What follows belongs to an exercise in optimizing a design on an open flow for small area; a production flow would make more cautious choices. The RTL was checked by simulation tests, not by an equivalence proof against the original design. No activity file was given, so power comes from the tool's default toggle rates.

==> flow/design.v (outline; a module is shown in full before it is edited, if it fits) <==
// module alu_32: 1704 lines
// module alu_fa: 4 lines
// module alu_ha: 4 lines
// module alu_xor: 3 lines
// module alu_gp: 4 lines
// module alu_g: 3 lines
module alu_32(
    input clk, rst,
    input [31:0] a_in, b_in,
    input [3:0] select,
    output reg [31:0] y_out,
    output reg flag, carry_bit);
  // ...
==> flow/run.sh <==
#!/bin/bash
# synth_recipe.tcl (not shown) runs the flow's synth.tcl, then flattens the netlist and writes it again
# the make line also repeats each setting of config.mk as NAME=value (left out here)
make -C /OpenROAD-flow-scripts/flow DESIGN_CONFIG=/design/flow/config.mk WORK_HOME=/design/flow/orfs CLKGATE_MAP_FILE= SYNTH_SCRIPT=/design/flow/synth_recipe.tcl finish
==> flow/config.mk <==
export PLATFORM = sky130hd
export DESIGN_NAME = alu_32
export DESIGN_NICKNAME = alu_32
export VERILOG_FILES = /design/flow/design.v
export SDC_FILE = /design/flow/constraint.sdc
export NUM_CORES = 4
export LEC_CHECK = 0
export CAP_MARGIN = 20
export CORE_MARGIN = 2
export CORE_UTILIZATION = 40
export GPL_TIMING_DRIVEN = 0
export SLEW_MARGIN = 20
export SYNTH_HIERARCHICAL = 1
==> flow/constraint.sdc <==
create_clock -name core_clock -period 10.0 [get_ports {clk}]
set_input_delay 2.0000 -clock core_clock [delete_from_list [all_inputs] [get_ports {clk}]]
set_output_delay 2.0000 -clock core_clock [all_outputs]
set_load 0.01 [all_outputs]
==> impl_metrics.toml, run 1 <==
[status]
status = "no timing/DRC/antenna violations"

[pwr]
p_comb_share_pct = 79.6
power.leakage_nw = 7.49
p_clk_w = 0.000174
internal_power_w = 0.000748
p_seq_share_pct = 9.9
maxPowerGroup = "combinational cells"
ir_drop_mv = 0.166

[route]
wl_met3_mm = 7.50
drtIter0Drc = 1934

[yosys]
synthTopCellsByCount = "xnor2_1 (287), o22ai_1 (227), fa_1 (197)"
synthesis.nets = 1987
synth_cell_types = 48
synth_seq_cells = 34
synth_top_family_by_area = "adder cells"

[finish]
multi_input_cells = 1385
regMostFlops = "y_out"
multi_input_area_share_pct = 79.2
nFillCells = 3663
inv_count = 45
regArea_um2 = 681

[timing]
setup_ws_ns = 0.130
fin_hold_ws_ns = 0.478
fin_skew_ns = 0
fmax_mhz = 101

[setup_path]
startpoint = "b_in[26]"
cp_slowest_cell = "clkdlybuf4s50_1"
path_max_fanout = 10
cpMostUsedCell = "fa_1"
crit_end = "y_out[1]"
critPathLaunchType = "input port"
end_kind = "register"

[floorplanning]
die_h_um = 196

[worst_hold_path]
min_to = "carry_bit"
min-delay-start = "carry_bit"

[job]
drv_cap = 0

[clock_tree]
tritoncts = "done"
==> inputs of run 2 (changes only) <==
--- a/flow/config.mk
+++ b/flow/config.mk
@@ -9,5 +9,4 @@
 export CORE_MARGIN = 2
 export CORE_UTILIZATION = 40
-export GPL_TIMING_DRIVEN = 0
 export SLEW_MARGIN = 20
 export SYNTH_HIERARCHICAL = 1
==> run 2 against run 1 <==
  * Highest routed layer unchanged
  * Final cell count is 2.5% lower
  * Largest cell class unchanged
  * Fmax grew 3.4%
  * Die area did not move
  * Non-clock buffer count decreased by 54
  * Register-to-register slack about the same
  * Cell area rose by 0.22%
  * Sequential cell count unchanged
==> impl_metrics.toml, run 2 <==
[worst_hold_path]
min-delay-start = "carry_bit"
min_to = "carry_bit"
hold_depth = 2
hp-class = "register to register"

[setup_path]
cp_num_buf_inv = 3
cp_slowest_stage_delay_ns = 0.74
startpoint = "b_in[15]"
r2r_cells = 2
critPathLaunchType = "input port"
path_class = "input port to register"
cp_slowest_cell = "a21oi_2"
path_delay_family = "adder cells"
timing.rr.end = "carry_bit"
r2r-start = "carry_bit"
cp.required_ns = 10.15
cpMostUsedCell = "fa_1"
path_max_fanout = 24
worstPathArrival_ns = 9.70
r2r_slack_ns = 9.43
end_kind = "register"

[timing]
fin_hold_ws_ns = 0.478
finalSetupViolations = 0
max_slew_margin_pct = 33.3
finalCritPeriodShare_pct = 95.5
fin_crit_ns = 9.55
drv_slew = 0
tns_ns = 0
hold_violations = 0
grt_setup_unrepaired = "false"
worst_pin_slew_ns = 0.991
fmax_mhz = 105
fin_skew_ns = 0

[yosys]
synthTopCellsByCount = "xnor2_1 (287), o22ai_1 (227), fa_1 (197)"
synth_seq_cells = 34
yosysWarnings = 7
synthDominantCellAreaShare_pct = 26.8
synth_ff_type = "dfxtp_1"
yosysTopAreaCell = "fa_1"
synth_area_per_cell_um2 = 9.00
synthTopCellsByArea = "fa_1 (27%), xnor2_1 (17%), o22ai_1 (9.6%)"
synthArstFlopShare_pct = 0
synth_edf_count = 0
synth_cell_types = 48
syn_inst = 1637
synthesis.nets = 1987
yosys.cell_count.top_type = "xnor2_1"
syn_area_um2 = 14700
ys_seq_area_share_pct = 4.62

[pwr]
ir_drop_mv = 0.0675
power_per_cell_area_nw_per_um2 = 90.6
power.leakage_nw = 7.57

[floorplanning]
die_h_um = 196
ioPinCount = 104
fp.dieW_um = 196
dieArea_um2 = 38400
std_cell_rows = 70
core_area_um2 = 36400
start_util_pct = 40.4

[finish]
layout_common_cells = "xnor2_1 (287), o22ai_1 (227), fa_1 (197)"
drive_gt1_share_pct = 9.99
final_net_count = 2050
largest_register_ff_count = 32
area_delta_synth_final_pct = 14.6
layout.cells.most_common = "xnor2_1"
nFillCells = 3529
regArea_um2 = 681
antenna_cells = 0
top_regs = "y_out x32, carry_bit x1, flag x1"
regMostFlops = "y_out"
multi_input_area_um2 = 13200

[route]
vias = 14000
drc = 0
wl_per_cell_um = 27.2
drtIter0Drc = 1432
ant_nets = 0
dr.pass1.iters = 6
totalWireLength_mm = 59.1
viasPerCell = 6.45

[placement]
place_congestion = 1.00
dp_hpwl_mm = 46.1
place.port_buffers = 103

[global_route]
grt_antenna_before_repair = 0
grt_max_degree = 35
grt_pass1_wl_mm = 88.2
grt_overflow = 0
grt_pass1_vias = 13800
grt_usage_pct = 30.4

[clock_tree]
clock-root-buffer = "clkbuf_16"
cts.path.max_buffers = 2
cts.sinks = 34
clk_latency_ns = 0.28
cts-resized-gates = 0
tritoncts = "done"
cts_max_level = 2
post-cts-setup-buffers = 0
path_clk_slew_ns = 0.05
cts_buffers = 5
hold_buffers = 0

[status]
status = "no timing/DRC/antenna violations"

[job]
drv_cap = 0
run 2: worst register-to-register path, cell delays in order, from the launching register on:
cell      delay (ns)
dfxtp_1         0.33
nand2b_1        0.06
a21oi_1         0.11
run 2: Yosys stat by module, one instance, submodules excluded:
module   cells inside  flip-flops and latches  area [um^2]  copies in the design
alu_32           1244                      34         8960                     1
alu_fa              1                       0         20.0                   197
alu_gp              2                       0         13.8                    22
alu_ha              1                       0         12.5                    62
alu_xor             1                       0         8.76                    60
alu_g               1                       0         7.51                    30
run 2: how the worst max path moves through the flow:
| stage | end | depth (start not counted) |
|---|---|---|
| after floorplan | y_out[31] | 26 |
| after global placement | carry_bit | 26 |
| after detailed placement | y_out[31] | 25 |
| after CTS | y_out[31] | 25 |
| after global routing | carry_bit | 26 |
| final | y_out[31] | 25 |
run 2: logic make-up (layout without fill, tap and decap cells):
group | Yosys count | after routing | share of synthesized area, %
buf+inv | 218 | 282 | 6.53
compound gates | 503 | 503 | 23.3
mux | 48 | 48 | 3.34
simple gates | 205 | 205 | 7.65
flops | 34 | 34 | 4.62
xor+xnor | 348 | 348 | 20.7
fa+ha+maj | 281 | 281 | 33.9
run 2: cell type report:
| class | instances | area share (%) |
|---|---|---|
| Inverter | 45 | 1.00 |
| Clock inverter | 1 | 0.0297 |
| Sequential cell | 34 | 4.03 |
| Timing Repair Buffer | 229 | 12.3 |
| Clock buffer | 7 | 0.845 |
| Tap cell | 468 | 3.47 |
| Multi-Input combinational cell | 1385 | 78.3 |
run 2: metal layers:
layer | track usage [%] | part of all wire [%]
met1 | 43.8 | 43
met2 | 46.4 | 44
met3 | 4.54 | 9.6
met4 | 10.9 | 3.7
met5 | 0 | 0
run 2: power breakdown:
part / switching [W] / internal [W] / total (W)
clock network: 0.0000548 / 0.0000985 / 0.000153
registers: 0.00000580 / 0.000159 / 0.000164
logic: 0.000727 / 0.000484 / 0.00121
run 2: per-stage QoR:
| stage | cell area (um^2) | setup slack (ns) | util, % | std cells | total power, W |
|---|---|---|---|---|---|
| 6_report | 16900 | 0.451 | 46.3 | 2169 | 0.00153 |
| 5_1_grt | 16900 | 0.218 | 46.3 | 2169 | 0.00161 |
| 4_1_cts | 16900 | 0.597 | 46.3 | 2169 | 0.00150 |
| 3_5_place_dp | 16700 | 0.320 | 45.9 | 2161 | 0.00134 |
| 3_3_place_gp | 16700 | 0.390 | 45.9 | 2161 | 0.00133 |
| 2_1_floorplan | 14700 | 1.75 | - | 1637 | 0.000884 |
==> inputs of run 3 (changes only) <==
--- a/flow/config.mk
+++ b/flow/config.mk
@@ -8,5 +8,6 @@
 export CAP_MARGIN = 20
 export CORE_MARGIN = 2
-export CORE_UTILIZATION = 40
+export CORE_UTILIZATION = 65
+export PLACE_DENSITY = 0.75
 export SLEW_MARGIN = 20
 export SYNTH_HIERARCHICAL = 1
==> run 3 against run 2 <==
  * Core utilization increased by 27 points
  * Global-route usage is 17 points higher
  * Worst hold slack worse by 0.0058 ns
  * Combinational power is essentially flat
  * Critical path type unchanged
  * Setup slack got worse by 0.14 ns
  * Critical endpoint is now carry_bit
==> impl_metrics.toml, run 3 <==
[timing]
worst_pin_slew_ns = 0.993
grt_setup_unrepaired = "false"
fin_skew_ns = 0
drv_slew = 0
hold_violations = 0
tns_ns = 0
max_slew_margin_pct = 32.5
finalCritPeriodShare_pct = 96.9
finalSetupViolations = 0
fin_hold_ws_ns = 0.472
fmax_mhz = 103
fin_crit_ns = 9.69

[global_route]
grt_usage_pct = 47.1
grt_pass1_vias = 14000
grt_overflow = 0
grt_pass1_wl_mm = 85.1
grt_max_degree = 35
grt_antenna_before_repair = 0

[route]
drc = 0
vias = 14300
ant_nets = 0
drtIter0Drc = 1957
totalWireLength_mm = 56.4
wl_per_cell_um = 28.6
viasPerCell = 7.28
dr.pass1.iters = 9

[setup_path]
cp.required_ns = 10.15
path_max_fanout = 18
cp_slowest_stage_delay_ns = 0.88
path_cells = "clkdlybuf4s50_1, and4bb_4, buf_4, mux2i_2, buf_4, o22ai_1, xnor2_1, fa_1, fa_1, fa_1, fa_1, ha_1, and2_1, a21o_1, a21o_1, a21o_1, a21o_1, a21o_1, a21o_1, xor2_1, nand2_1, o211ai_1, a21oi_1"
worstPathArrival_ns = 9.84
critPathLaunchType = "input port"
path_class = "input port to register"
end_kind = "register"
cp_slowest_cell = "mux2i_2"
cpMostUsedCell = "a21o_1"

[yosys]
synth_area_per_cell_um2 = 9.00
synth_ff_type = "dfxtp_1"
synth_edf_count = 0
yosysTopAreaCell = "fa_1"
synthesis.nets = 1987
synthTopCellsByCount = "xnor2_1 (287), o22ai_1 (227), fa_1 (197)"
synth_cell_types = 48
yosysWarnings = 7
yosys.cell_count.top_type = "xnor2_1"
synthDominantCellAreaShare_pct = 26.8
ys_seq_area_share_pct = 4.62
syn_inst = 1637
synthArstFlopShare_pct = 0
synthTopCellsByArea = "fa_1 (27%), xnor2_1 (17%), o22ai_1 (9.6%)"
synth_seq_cells = 34
syn_area_um2 = 14700

[clock_tree]
clk_latency_ns = 0.28
path_clk_slew_ns = 0.05
cts.sinks = 34
cts.path.max_buffers = 2
post-cts-setup-buffers = 0
hold_buffers = 0
cts_buffers = 5
clock-root-buffer = "clkbuf_16"
tritoncts = "done"
cts_max_level = 2
cts-resized-gates = 0

[floorplanning]
ioPinCount = 104
die_h_um = 155
start_util_pct = 65.7
std_cell_rows = 55
core_area_um2 = 22400
fp.dieW_um = 155
dieArea_um2 = 23900

[finish]
regMostFlops = "y_out"
area_delta_synth_final_pct = 12.0
antenna_cells = 0
final_net_count = 2033
top_regs = "y_out x32, carry_bit x1, flag x1"
layout_common_cells = "xnor2_1 (287), o22ai_1 (227), fa_1 (197)"
layout.cells.most_common = "xnor2_1"
largest_register_ff_count = 32
drive_gt1_share_pct = 9.09

[placement]
dp_hpwl_mm = 42.9
place.port_buffers = 103
place_congestion = 1.07

[pwr]
power_per_cell_area_nw_per_um2 = 92.3
ir_drop_mv = 0.0921
power.total_w = 0.00152
power.leakage_nw = 7.50

[status]
status = "no timing/DRC/antenna violations"

[job]
drv_cap = 0

[worst_hold_path]
hp-class = "register to register"
-- run 3: cell counts after synthesis --
Identical to the previous run, type by type.
-- run 3: layer usage --
metal	vias up	part of all wire [%]	GRT usage, %
li1	6008	-	-
met1	6930	37	63.6
met2	1168	44	71.0
met3	238	13	10.1
met4	0	6.3	25.5
met5	-	0	0
-- run 3: final cells by class --
| class | count | area (um^2) |
|---|---|---|
| multi-input combinational | 1385 | 13200 |
| fill | 1730 | 5940 |
| timing repair buffer | 212 | 1920 |
| sequential | 34 | 681 |
| tap | 285 | 357 |
| inverter | 45 | 169 |
| clock buffer | 5 | 125 |
| clock inverter | 3 | 40.0 |
-- run 3: logic make-up (layout without fill, tap and decap cells) --
group | count (synthesis) | count (layout) | share of synthesized area (%)
AOI/OAI and AO/OA | 503 | 503 | 23.3
xor gates and xnor gates | 348 | 348 | 20.7
adders and majority gates | 281 | 281 | 33.9
buffers and inverters | 218 | 265 | 6.53
and+or+nand+nor | 205 | 205 | 7.65
muxes | 48 | 48 | 3.34
DFF | 34 | 34 | 4.62
-- run 3: power breakdown --
group | internal [W] | switching, W
clock | 0.000116 | 0.0000566
sequential | 0.000158 | 0.00000553
combinational | 0.000470 | 0.000714
total | 0.000745 | 0.000776
-- run 3: per-module statistics from Yosys, one instance, submodules excluded --
module / cell area (um^2) / flops+latches / times used / cells inside
alu_g: 7.51 / 0 / 30 / 1
alu_xor: 8.76 / 0 / 60 / 1
alu_32: 8960 / 34 / 1 / 1244
alu_gp: 13.8 / 0 / 22 / 2
alu_fa: 20.0 / 0 / 197 / 1
alu_ha: 12.5 / 0 / 62 / 1
-- run 3: final timing paths --
kind                   from        end  slack, ns  cells past startpoint
setup reg to reg  carry_bit  carry_bit       9.44                      2
hold reg to reg   carry_bit  carry_bit       0.47                      2
hold / removal    carry_bit  carry_bit       0.47                      2
setup / recovery  select[3]  carry_bit       0.31                     23
-- run 3: worst max-delay path: cells and delay by family --
family          cells  cell delay [ns]
xor+xnor            2             0.64
mux                 1             0.88
compound gates      9             1.55
simple gates        3             0.91
fa+ha+maj           5             2.39
buf+inv             3             1.44
-- run 3: per-stage QoR --
step	util (%)	setup slack, ns	std cells	instance area [um^2]
3_3_place_gp	72.8	0.326	1961	16300
6_report	73.5	0.311	1969	16500
4_1_cts	73.5	0.560	1969	16500
3_5_place_dp	72.8	0.254	1961	16300
2_1_floorplan	-	1.75	1637	14700
5_1_grt	73.5	0.0849	1969	16500
==> inputs of run 4 (changes only) <==
==> flow/flow/run.sh (new file) <==
#!/bin/bash
# Layout flow: the standard ORFS flow (standard.sh, unchanged synthesis),
# with the port buffers made of the smallest buffer cell instead of the
# default delay buffer, and power/area recovery on paths with positive slack
# after global routing. Each tool's output goes to a log in this folder.
set -euo pipefail
export BUFFER_PORTS_ARGS="-buffer_cell sky130_fd_sc_hd__buf_1"
export RECOVER_POWER=100
bash standard.sh > standard.log 2>&1
==> flow/standard.sh (new file) <==
#!/bin/bash
# synth_recipe.tcl (not shown) runs the flow's synth.tcl, then flattens the netlist and writes it again
# the make line also repeats each setting of config.mk as NAME=value (left out here)
make -C /OpenROAD-flow-scripts/flow DESIGN_CONFIG=/design/flow/config.mk WORK_HOME=/design/flow/orfs CLKGATE_MAP_FILE= SYNTH_SCRIPT=/design/flow/synth_recipe.tcl "${@:-finish}"
--- a/flow/config.mk
+++ b/flow/config.mk
@@ -8,6 +8,5 @@
 export CAP_MARGIN = 20
 export CORE_MARGIN = 2
-export CORE_UTILIZATION = 65
-export PLACE_DENSITY = 0.75
+export CORE_UTILIZATION = 40
 export SLEW_MARGIN = 20
 export SYNTH_HIERARCHICAL = 1
removed: flow/run.sh
==> run 4 against run 3 <==
  * Count of clock-buffer cells in the layout stayed put
  * Global-route usage shrank 17 points
  * Clock power is 16% higher
  * Sequential share of layout area up 0.080 points
  * Final cell count rose by 10%
  * Combinational power about the same
  * Synthesized cell count unchanged
  * Worst hold slack gained 0.0050 ns
  * Routed wire length up 4.4%
==> impl_metrics.toml, run 4 <==
[placement]
dp_hpwl_mm = 45.8
place.port_buffers = 103
dp_cells = 2158
placed_area_um2 = 16000
place_congestion = 0.991

[yosys]
synth_area_per_cell_um2 = 9.00
synthTopCellsByArea = "fa_1 (27%), xnor2_1 (17%), o22ai_1 (9.6%)"
ys_seq_area_share_pct = 4.62
yosysTopAreaCell = "fa_1"
synth_ff_type = "dfxtp_1"
synthesis.nets = 1987
synth_seq_cells = 34
synthTopCellsByCount = "xnor2_1 (287), o22ai_1 (227), fa_1 (197)"
synthDominantCellAreaShare_pct = 26.8
synthArstFlopShare_pct = 0
yosysWarnings = 7
syn_area_um2 = 14700
syn_inst = 1637
yosys.cell_count.top_type = "xnor2_1"
synth_edf_count = 0
synth_cell_types = 48

[clock_tree]
cts_buffers = 5
cts.path.max_buffers = 2
path_clk_slew_ns = 0.05
tritoncts = "done"
clk_latency_ns = 0.28
cts_max_level = 2
cts-resized-gates = 0
hold_buffers = 0
post-cts-setup-buffers = 0
cts.sinks = 34
clock-root-buffer = "clkbuf_16"

[pwr]
ir_drop_mv = 0.0553
power.leakage_nw = 7.28
power_per_cell_area_nw_per_um2 = 94.4

[floorplanning]
std_cell_rows = 70
die_h_um = 196
dieArea_um2 = 38400
ioPinCount = 104
core_area_um2 = 36400
fp.dieW_um = 196
start_util_pct = 40.4

[global_route]
grt_pass1_vias = 13700
grt_pass1_wl_mm = 87.5
grt_usage_pct = 30.3
grt_overflow = 0
grt_antenna_before_repair = 0
grt_max_degree = 35

[setup_path]
path_class = "input port to register"
cp_slowest_cell = "and4bb_4"
r2r_cells = 2
timing.rr.end = "carry_bit"
path_max_fanout = 23
path_delay_family = "adder cells"
startpoint = "select[1]"
worstPathArrival_ns = 9.51
r2r_slack_ns = 9.43
critPathLaunchType = "input port"
cp_num_buf_inv = 2
path_cells = "clkbuf_1, and4bb_4, buf_4, mux2i_2, a2bb2oi_1, o221ai_1, xnor2_1, fa_1, fa_1, fa_1, fa_1, ha_1, and2_0, and2_0, and2_0, a21o_1, a21o_1, a21o_1, a21o_1, a21o_1, xor2_1, a222oi_1, a21oi_1"
end_kind = "register"
crit_cells = 23
r2r-start = "carry_bit"
crit_end = "y_out[31]"
cp_slowest_stage_delay_ns = 0.69
cp.required_ns = 10.15
cpMostUsedCell = "a21o_1"

[worst_hold_path]
hold_depth = 2
hp-class = "register to register"
min-delay-start = "carry_bit"

[route]
totalWireLength_mm = 58.9
drc = 0
wl_per_cell_um = 27.2
ant_nets = 0
drtIter0Drc = 2015
vias = 13900
viasPerCell = 6.42
dr.pass1.iters = 9

[finish]
layout.cells.most_common = "xnor2_1"
largest_register_ff_count = 32
area_delta_synth_final_pct = 9.81
top_regs = "y_out x32, carry_bit x1, flag x1"
antenna_cells = 0
regMostFlops = "y_out"
final_net_count = 2047
regArea_um2 = 681
nFillCells = 3640
fin_area_um2 = 16200
drive_gt1_share_pct = 10.0
stdcell_count = 2166
multi_input_area_um2 = 13200
layout_common_cells = "xnor2_1 (287), o22ai_1 (227), fa_1 (197)"

[timing]
fin_skew_ns = 0
hold_violations = 0
fmax_mhz = 107
drv_slew = 0
fin_crit_ns = 9.36
tns_ns = 0
finalCritPeriodShare_pct = 93.6
grt_setup_unrepaired = "false"
max_slew_margin_pct = 27.6
finalSetupViolations = 0
worst_pin_slew_ns = 1.09

[job]
drv_cap = 0

[status]
status = "no timing/DRC/antenna violations"
==> run 4: how the worst min path moves through the flow <==
stage | end | slack [ns]
floorplan | carry_bit | 0.49
global route | carry_bit | 0.51
detailed placement | carry_bit | 0.47
global placement | carry_bit | 0.47
CTS | carry_bit | 0.48
finish | carry_bit | 0.48
==> run 4: modules after synthesis, one instance, submodules excluded <==
| module | times used | flip-flops and latches | cells inside |
|---|---|---|---|
| alu_32 | 1 | 34 | 1244 |
| alu_fa | 197 | 0 | 1 |
| alu_g | 30 | 0 | 1 |
| alu_gp | 22 | 0 | 2 |
| alu_ha | 62 | 0 | 1 |
| alu_xor | 60 | 0 | 1 |
==> run 4: metrics by stage <==
step / setup WS (ns) / total power, W / utilization [%] / hold WS [ns]
final: 0.635 / 0.00153 / 44.4 / 0.477
after global routing: 0.425 / 0.00160 / 44.4 / 0.513
after CTS: 0.790 / 0.00149 / 44.4 / 0.478
after detailed placement: 0.511 / 0.00128 / 43.9 / 0.470
after global placement: 0.538 / 0.00127 / 43.8 / 0.473
after floorplan: 1.75 / 0.000884 / - / 0.491
==> run 4: cell type report <==
type                    instances  share of cell area, %
well taps                     468                   3.62
repair buffers                226                   8.18
inverters                      45                   1.04
multi-input cells            1385                   81.8
clock inverters                 3                  0.425
flip-flops and latches         34                   4.21
clock buffers                   5                  0.774
==> run 4: cells by family after synthesis <==
| logic type | Yosys count | synth area share, % |
|---|---|---|
| AO/OA/AOI/OAI | 503 | 23.3 |
| XOR/XNOR | 348 | 20.7 |
| adder cells (fa/ha/maj) | 281 | 33.9 |
| buffers and inverters | 218 | 6.53 |
| flip-flops | 34 | 4.62 |
| multiplexers | 48 | 3.34 |
| AND/OR/NAND/NOR | 205 | 7.65 |
==> run 4: routing by layer <==
layer / GRT usage [%] / vias to the layer above / share of wire [%]
met5: 0 / - / 0
met4: 11.3 / 0 / 4.2
met3: 6.45 / 134 / 9.9
met2: 45.7 / 832 / 43
met1: 42.7 / 6899 / 43
li1: - / 6034 / -
==> run 4: power by group <==
group	leakage [nW]	total [W]	switching, W	internal (W)
registers	0.280	0.000164	0.00000574	0.000158
clock network	0.0940	0.000200	0.0000573	0.000143
logic	6.90	0.00116	0.000729	0.000433
==> run 4: worst reg2reg max path, delay by kind of cell, from the launching register on <==
kind,cells,cell delay (ns)
AND/OR/NAND/NOR,1,0.06
AO/OA/AOI/OAI,1,0.11
flip-flops,1,0.33

-- port drivers added, routing unchanged --
How much do the figures lean on ideal ports? The routed layouts below were timed once more, with nothing changed but the port constraints. Step 1: set_driving_cell puts a clkbuf_16 on clk and a buf_2 on each other input, an assumption about the parent block. Step 2 adds t to the input delays and takes it off the output delays; t is the mean of the earliest and latest rising clock arrival at the registers after step 1. Input paths then give back, and output paths get back, about the clock's delay inside the block. Slacks: ideal / step 1 / step 2; pairs: ideal / step 1.
| run | shift t [ns] | slack for setup (ns) | worst setup path at the end | slew at the worst register clock pin (ns) |
|---|---|---|---|---|
| run 1 | 0.313 | 0.130 / 0.135 / -0.178 | input to register | 0.05 / 0.05 |
| run 2 | 0.316 | 0.451 / 0.464 / 0.148 | input to register | 0.06 / 0.06 |
| run 3 | 0.312 | 0.311 / 0.318 / 0.005 | input to register | 0.05 / 0.05 |
| run 4 | 0.314 | 0.635 / 0.648 / 0.335 | input to register | 0.05 / 0.05 |
With both steps, setup timing fails in run 1, where it was met with ideal ports. The setup slack of run 1, which loses most, moves by +0.005 ns with the drivers and by -0.308 ns with both steps.
